From an optimization exercise on the open Yosys and OpenROAD flow, aimed at small area, a short achievable clock period and few clock cycles; shortcuts taken in it are not production practice.
For this run, only the layout was checked, not whether the RTL still works.
Power and IR drop assume default switching activity.

--- design/flow/design.v ---
module alu16(CK, reset, start, instruction, inputR1, inputR2, outputR, busy, done);
	input [15:0] inputR1, inputR2;
	input [2:0] instruction;
	input CK, reset, start;
	output [15:0] outputR;
	output reg busy;
	output reg done;
	reg [15:0] ra, rb, rc;
	reg        st_alu, st_mul, st_pre, st_div;
	reg        bp;		 
	reg        sub, osel;
	reg [3:0]  cnt;
	reg        triv;
	wire go = start & ~busy;
	function [3:0] msb;
		input [15:0] v;
		integer i;
		begin
			msb = 4'd0;
			for (i = 0; i < 16; i = i + 1)
				if (v[i]) msb = i;
		end
	endfunction
	function [3:0] nib;
		input [15:0] v;
		begin
			nib[3] = |v[15:12];
			nib[2] = |v[15:8];
			nib[1] = |v[15:4];
			nib[0] = |v;
		end
	endfunction
	wire        bm2 = (rb[1] & ~rb[0] & ~bp) | (~rb[1] & rb[0] & bp);
	wire        bm1 = rb[0] ^ bp;
	wire        bng = st_mul & rb[1] & ~(rb[0] & bp);
	wire [15:0] mq  = ~st_mul ? ra : (bm2 ? {ra[14:0], 1'b0} : (bm1 ? ra : 16'd0));
	wire [15:0] Q   = sub ? ~rb : (mq ^ {16{bng}});
	wire        cin = sub | st_pre | bng;
	wire [17:0] S2  = {1'b0, rc, 1'b1} + {1'b0, Q, cin};
	wire [15:0] S   = S2[16:1];
	wire        ge  = S2[17];
	wire [3:0]  pa = msb(inputR1);
	wire [3:0]  pb = msb(inputR2);
	wire        zb = (rb == 16'd0);
	wire [3:0]  na = nib(inputR1);
	wire [3:0]  nb = nib(inputR2);
	wire        t1   = (inputR2[1:0] == 2'b11);   
	wire        mul1 = t1 ? (inputR2[15:1] == 15'd0) : (inputR2[15:2] == 14'd0);  
	wire        dv0  = ((nb & ~na) != 4'd0);  
	wire        fast = ((instruction == 3'b010) & mul1) | (((instruction == 3'b011) | (instruction == 3'b100)) & dv0);
	assign outputR = osel ? ra : rc;
	always @(posedge CK) begin
		if (reset) begin
			busy   <= 1'b0;
			done   <= 1'b0;
			st_alu <= 1'b0;
			st_mul <= 1'b0;
			st_pre <= 1'b0;
			st_div <= 1'b0;
		end
		else begin
			done <= 1'b0;
			if (go) begin
				sub  <= (instruction == 3'b001);
				osel <= (instruction == 3'b100);
				case (instruction)
					3'b000: begin ra <= inputR1; rc <= inputR2; end
					3'b001: begin rb <= inputR1; rc <= 16'd0; end
					3'b010: begin
						ra <= t1 ? {inputR1[14:0], 1'b0} : {inputR1[13:0], 2'b00};
						rb <= t1 ? {1'b0, inputR2[15:1]} : {2'b00, inputR2[15:2]};
						rc <= inputR2[0] ? inputR1 : (inputR2[1] ? {inputR1[14:0], 1'b0} : 16'd0);
						bp <= 1'b0;
					end
					3'b011, 3'b100: begin
						ra   <= 16'd0;
						rb   <= inputR2;
						rc   <= inputR1;
						cnt  <= pa - pb;
						triv <= (pa < pb);
					end
					3'b101: rc <= inputR1 & inputR2;
					3'b110: rc <= inputR1 | inputR2;
					default: rc <= 16'd0;
				endcase
				st_alu <= (instruction == 3'b000) | (instruction == 3'b001);
				st_mul <= (instruction == 3'b010) & ~mul1;
				st_pre <= ((instruction == 3'b011) | (instruction == 3'b100)) & ~dv0;
				busy   <= ((instruction[2] == 1'b0) | (instruction == 3'b100)) & ~fast;
				done   <= ((instruction[2] == 1'b1) & (instruction != 3'b100)) | fast;
			end
			else if (st_alu) begin
				rc     <= S;
				st_alu <= 1'b0;
				busy   <= 1'b0;
				done   <= 1'b1;
			end
			else if (st_mul) begin
				rc <= S;
				ra <= {ra[13:0], 2'b00};
				rb <= {2'b00, rb[15:2]};
				bp <= rb[1];
				if ((rb[15:2] == 14'd0) & ~rb[1]) begin
					st_mul <= 1'b0;
					busy   <= 1'b0;
					done   <= 1'b1;
				end
			end
			else if (st_pre) begin
				st_pre <= 1'b0;
				if (zb) begin
					rc   <= S;
					ra   <= 16'hffff;
					busy <= 1'b0;
					done <= 1'b1;
				end
				else if (triv) begin
					busy <= 1'b0;
					done <= 1'b1;
				end
				else begin
					rb     <= rb << cnt;
					sub    <= 1'b1;
					st_div <= 1'b1;
				end
			end
			else if (st_div) begin
				if (ge) rc <= S;
				ra  <= {ra[14:0], ge};
				rb  <= rb >> 1;
				cnt <= cnt - 4'd1;
				if (cnt == 4'd0) begin
					st_div <= 1'b0;
					busy   <= 1'b0;
					done   <= 1'b1;
				end
			end
		end
	end
endmodule
--- design/flow/flow/run.sh ---
#!/bin/bash
# Standard layout, with the port buffers built from the smallest regular
# buffer (the resizer sizes them up where timing needs it) instead of the
# delay cell the resizer picks by default.
export BUFFER_PORTS_ARGS="-buffer_cell sky130_fd_sc_hd__buf_1"
bash standard.sh > standard.log 2>&1
--- design/flow/standard.sh ---
#!/bin/bash
# synth_recipe.tcl (not shown) runs the flow's synth.tcl, then flattens the netlist and writes it again
# the make line also repeats each setting of config.mk as NAME=value (left out here)
make -C /OpenROAD-flow-scripts/flow DESIGN_CONFIG=/design/flow/config.mk WORK_HOME=/design/flow/orfs CLKGATE_MAP_FILE= SYNTH_SCRIPT=/design/flow/synth_recipe.tcl "${@:-finish}"
--- design/flow/config.mk ---
export PLATFORM = sky130hd
export DESIGN_NAME = alu16
export DESIGN_NICKNAME = alu16
export VERILOG_FILES = /design/flow/design.v
export SDC_FILE = /design/flow/constraint.sdc
export NUM_CORES = 4
export LEC_CHECK = 0
export CAP_MARGIN = 20
export CORE_MARGIN = 2
export CORE_UTILIZATION = 40
export CTS_BUF_LIST = sky130_fd_sc_hd__clkbuf_8
export CTS_CLUSTER_DIAMETER = 100
export CTS_CLUSTER_SIZE = 40
export SETUP_SLACK_MARGIN = 4.1
export SLEW_MARGIN = 20
--- design/flow/constraint.sdc ---
create_clock -name core_clock -period 7.5 [get_ports {CK}]
set_input_delay 1.5000 -clock core_clock [delete_from_list [all_inputs] [get_ports {CK}]]
set_output_delay 1.5000 -clock core_clock [all_outputs]
set_load 0.01 [all_outputs]
==> run_results.csv <==
group,metric,value,unit
drt,drt-initial-drc-count,1003,
floorplan,core-area,16470,um2
timing,fin_tns_setup,0,ps
logic_synthesis,ys_seq_elements,62,
final_layout,area_growth,19.83,%
global_routing,grt_max_degree,59,
floorplan,dieArea,17770,um2
drt,ant_nets,0,
critical_path,cp_max_fo,14,
timing,finalHoldViolCount,0,
timing,fin_skew,11.58,ps
floorplan,die_width,133.3,um
critical_path,rr_worst_depth,14,
placement,dp_hpwl,18000,um
timing,tightest_slew,1069,ps
power,p_leak,3.005,nW
timing,max_freq,268.5,MHz
logic_synthesis,synth_area_per_cell,7.916,um2
global_routing,grt_pass1_vias,6568,
cts,postCtsHoldBufs,0,
critical_path,rr_endpoint,"rc[4]",
final_layout,finalNonFillerCells,1114,
logic_synthesis,synth.net_count,909,
final_layout,final_common_cell,"nand2_1",
critical_path,end_kind,"flop",
critical_path,rrSetupSlack,3780,ps
global_routing,gr-usage-all-layers,0.2866,
placement,dpl.cell_count,1054,
timing,fin_crit_sh,0.4966,
power,p_sw,528.6,uW
critical_path,endpoint,"rc[4]",
hold_path,min_path_type,"flop to flop",
power,power_density,166.3,nW/um2
drt,vias_per_cell,6.601,
timing,drv_slew,0,
logic_synthesis,async_flop_share,0,
final_layout,antenna-diode-count,0,
timing,relSlewSlack,0.2850,
final_layout,drive_above_1_share,0.2125,
logic_synthesis,yosysSeqAreaShare,0.2694,
timing,setup_viol,0,
power,peakVddDrop,0.06616,mV
final_layout,final_cell_mix,"110 x nand2_1, 75 x a21oi_1, 56 x edfxtp_1",
cts,clkSinkCount,62,
cts,cts_tree,"yes",
placement,place_area,7027,um2
logic_synthesis,synth_top_flop_cell,"edfxtp_1",
timing,rsz0062_at_grt,"yes",
power,p_int,804.6,uW
global_routing,antenna_found_initial,0,
logic_synthesis,syn-cell-area,6689,um2
critical_path,reg2reg_from,"rb[0]",
placement,pre_cts_ws,3194,ps
cts,htree_levels,3,
cts,cts-buffers-inserted,9,
drt,firstDrtPassIters,7,
cts,root_buffer,"clkbuf_8",
drt,wl,25990,um
logic_synthesis,synth_warnings,1,
drt,drc,0,
power,swShare,0.3965,
critical_path,worstPathArrival,3820,ps
cts,path_clk_slew,80,ps
drt,wire_per_inst,23.33,um
global_routing,grt_first_pass_wirelength,39550,um
logic_synthesis,synth-edff-count,56,
floorplan,dieHeight,133.3,um
timing,setup_ws,3776,ps
timing,min_period,3724,ps
logic_synthesis,yosys.area.top_type_share,0.2514,
floorplan,pin_count,56,
critical_path,critPathKind,"flop to flop",
power,power,1.333,mW
logic_synthesis,yosys-top-cells-area,"edfxtp_1 25%, mux2i_1 6.7%, a21oi_1 6.4%, nand2_1 6.3%, ha_1 4.5%",
critical_path,critical_path_required,7600,ps
floorplan,start_util,0.4062,
critical_path,critPathLaunch,"rb[0]",
logic_synthesis,ys_types,71,
logic_synthesis,netlist_instances,845,
logic_synthesis,synth_top_area_cell,"edfxtp_1",
job,maxCapViolCount,0,
global_routing,grt_overflow,0,
cts,clockBufferDepth,2,
power,pwr-share-seq,0.350,
status,status,"finished clean",
final_layout,design_area,8015,um2
cts,clock_latency,360,ps
placement,globalplace.congestion,0.9365,
drt,via_count,7354,
floorplan,num_rows,47,
power,combPwrFrac,0.435,
placement,portBuffers,55,
final_layout,nets,953,
power,p_clk_frac,0.214,
critical_path,start_kind,"flop",
-- kinds of logic after synthesis --
| group | count (synthesis) | share of synthesized area |
|---|---|---|
| XOR/XNOR | 18 | 0.02357 |
| AND/OR/NAND/NOR | 258 | 0.1820 |
| buffers and inverters | 101 | 0.05724 |
| flip-flops | 62 | 0.2694 |
| AO/OA/AOI/OAI | 311 | 0.3075 |
| adder cells (fa/ha/maj) | 26 | 0.05088 |
| multiplexers | 69 | 0.1094 |
-- worst max-delay path, cell delays in order, from the launching register on --
cell and delay [ps]:
edfxtp_1 460, ha_1 330, inv_2 70, o21ai_4 70, buf_12 170, a22oi_2 160, mux2i_1 250, a21oi_2 90
ha_4 320, a21oi_4 170, o22ai_1 100, o41a_1 450, a2111oi_4 250, nor3b_2 130, o31a_4 440
-- cell usage after synthesis, types with 10 or more instances --
| cell type | instances |
|---|---|
| nand2_1 | 113 |
| a21oi_1 | 86 |
| clkbuf_1 | 62 |
| edfxtp_1 | 56 |
| mux2i_1 | 45 |
| nor2_1 | 43 |
| o21ai_0 | 42 |
| a22oi_1 | 37 |
| o22ai_1 | 27 |
| ha_1 | 24 |
| inv_1 | 24 |
| o21ai_1 | 24 |
| mux2_2 | 23 |
| a221oi_1 | 22 |
| nor2b_1 | 18 |
| nor3_1 | 16 |
| a222oi_1 | 12 |
| nand2b_1 | 12 |
| nor4_1 | 12 |
| buf_1 | 10 |
| xnor2_1 | 10 |
-- state kept, by name, indices dropped and copies added, names as in the netlist, 4 cells and up --
register	cells
ra	16
rb	16
rc	16
cnt	4
-- layout make-up --
type / count / area (um2)
clock buffer: 11 / 151.4
clock inverter: 5 / 27.53
fill: 1622 / 8451
inverter: 26 / 100.1
multi-input combinational: 683 / 4961
sequential: 62 / 1802
tap: 220 / 275.3
timing repair buffer: 107 / 698.2
-- how the worst min path moves through the flow --
| stage | cells past startpoint | from | end | slack (ps) |
|---|---|---|---|---|
| after floorplan | 2 | st_div | st_div | 510 |
| after global routing | 2 | st_div | st_div | 680 |
| after CTS | 2 | st_div | st_div | 620 |
| after detailed placement | 2 | st_div | st_div | 610 |
| final | 2 | st_div | st_div | 620 |
| after global placement | 2 | st_div | st_div | 600 |
-- metrics by stage --
step / util / hold WS (ps)
finish: 0.4868 / 622.2
global route: 0.4868 / 683.0
CTS: 0.4603 / 619.3
detailed placement: 0.4267 / 607.9
global placement: 0.4267 / 601.5
floorplan: - / 513.7
-- power groups by stage --
stage | Combinational, mW | Sequential, mW | Clock, mW
3_5_place_dp | 0.463 | 0.471 | 0
2_1_floorplan | 0.356 | 0.446 | 0
6_report | 0.580 | 0.467 | 0.286
5_1_grt | 0.626 | 0.468 | 0.299
4_1_cts | 0.515 | 0.463 | 0.284
3_3_place_gp | 0.465 | 0.471 | 0
-- per-layer routing --
metal  global-route usage  share of wire  vias up
li1                     -              -     3306
met1               0.4281           0.43     3529
met2               0.4284           0.45      460
met3              0.03501          0.091       59
met4              0.09397          0.031        0
met5                    0              0        -
-- timing repair --
item                       CTS  global route
setup buffers               20            23
setup endpoints to repair   87            52
cloned                       1             0
resized for setup           60            60
pin swaps                   25            44

## static timing again, ports no longer ideal
Ports are ideal in the flow. The routed layout listed here was re-timed in OpenROAD. Step 1 sets driving cells, clkbuf_16 on the clock port and buf_2 on the other inputs (assumed; they add their load-dependent delay and slew). Step 2 adds t to the input delays and takes it off the output delays; t is the mean of the earliest and latest rising clock arrival at the registers after step 1. Input paths then give back, and output paths get back, about the clock's delay inside the block. a / b / c = ideal ports / drivers / drivers and shift; a / b = the first two.
t, ns: 0.382
slack for setup (ns): 3.776 / 3.776 / 3.776
worst setup path after step 2: register to register
clock arrival spread, ns: 0.011 / 0.012
After both steps setup and hold are still met in this run. The setup slack of this run moves by 0.000 ns with the drivers and by 0.000 ns with both steps.
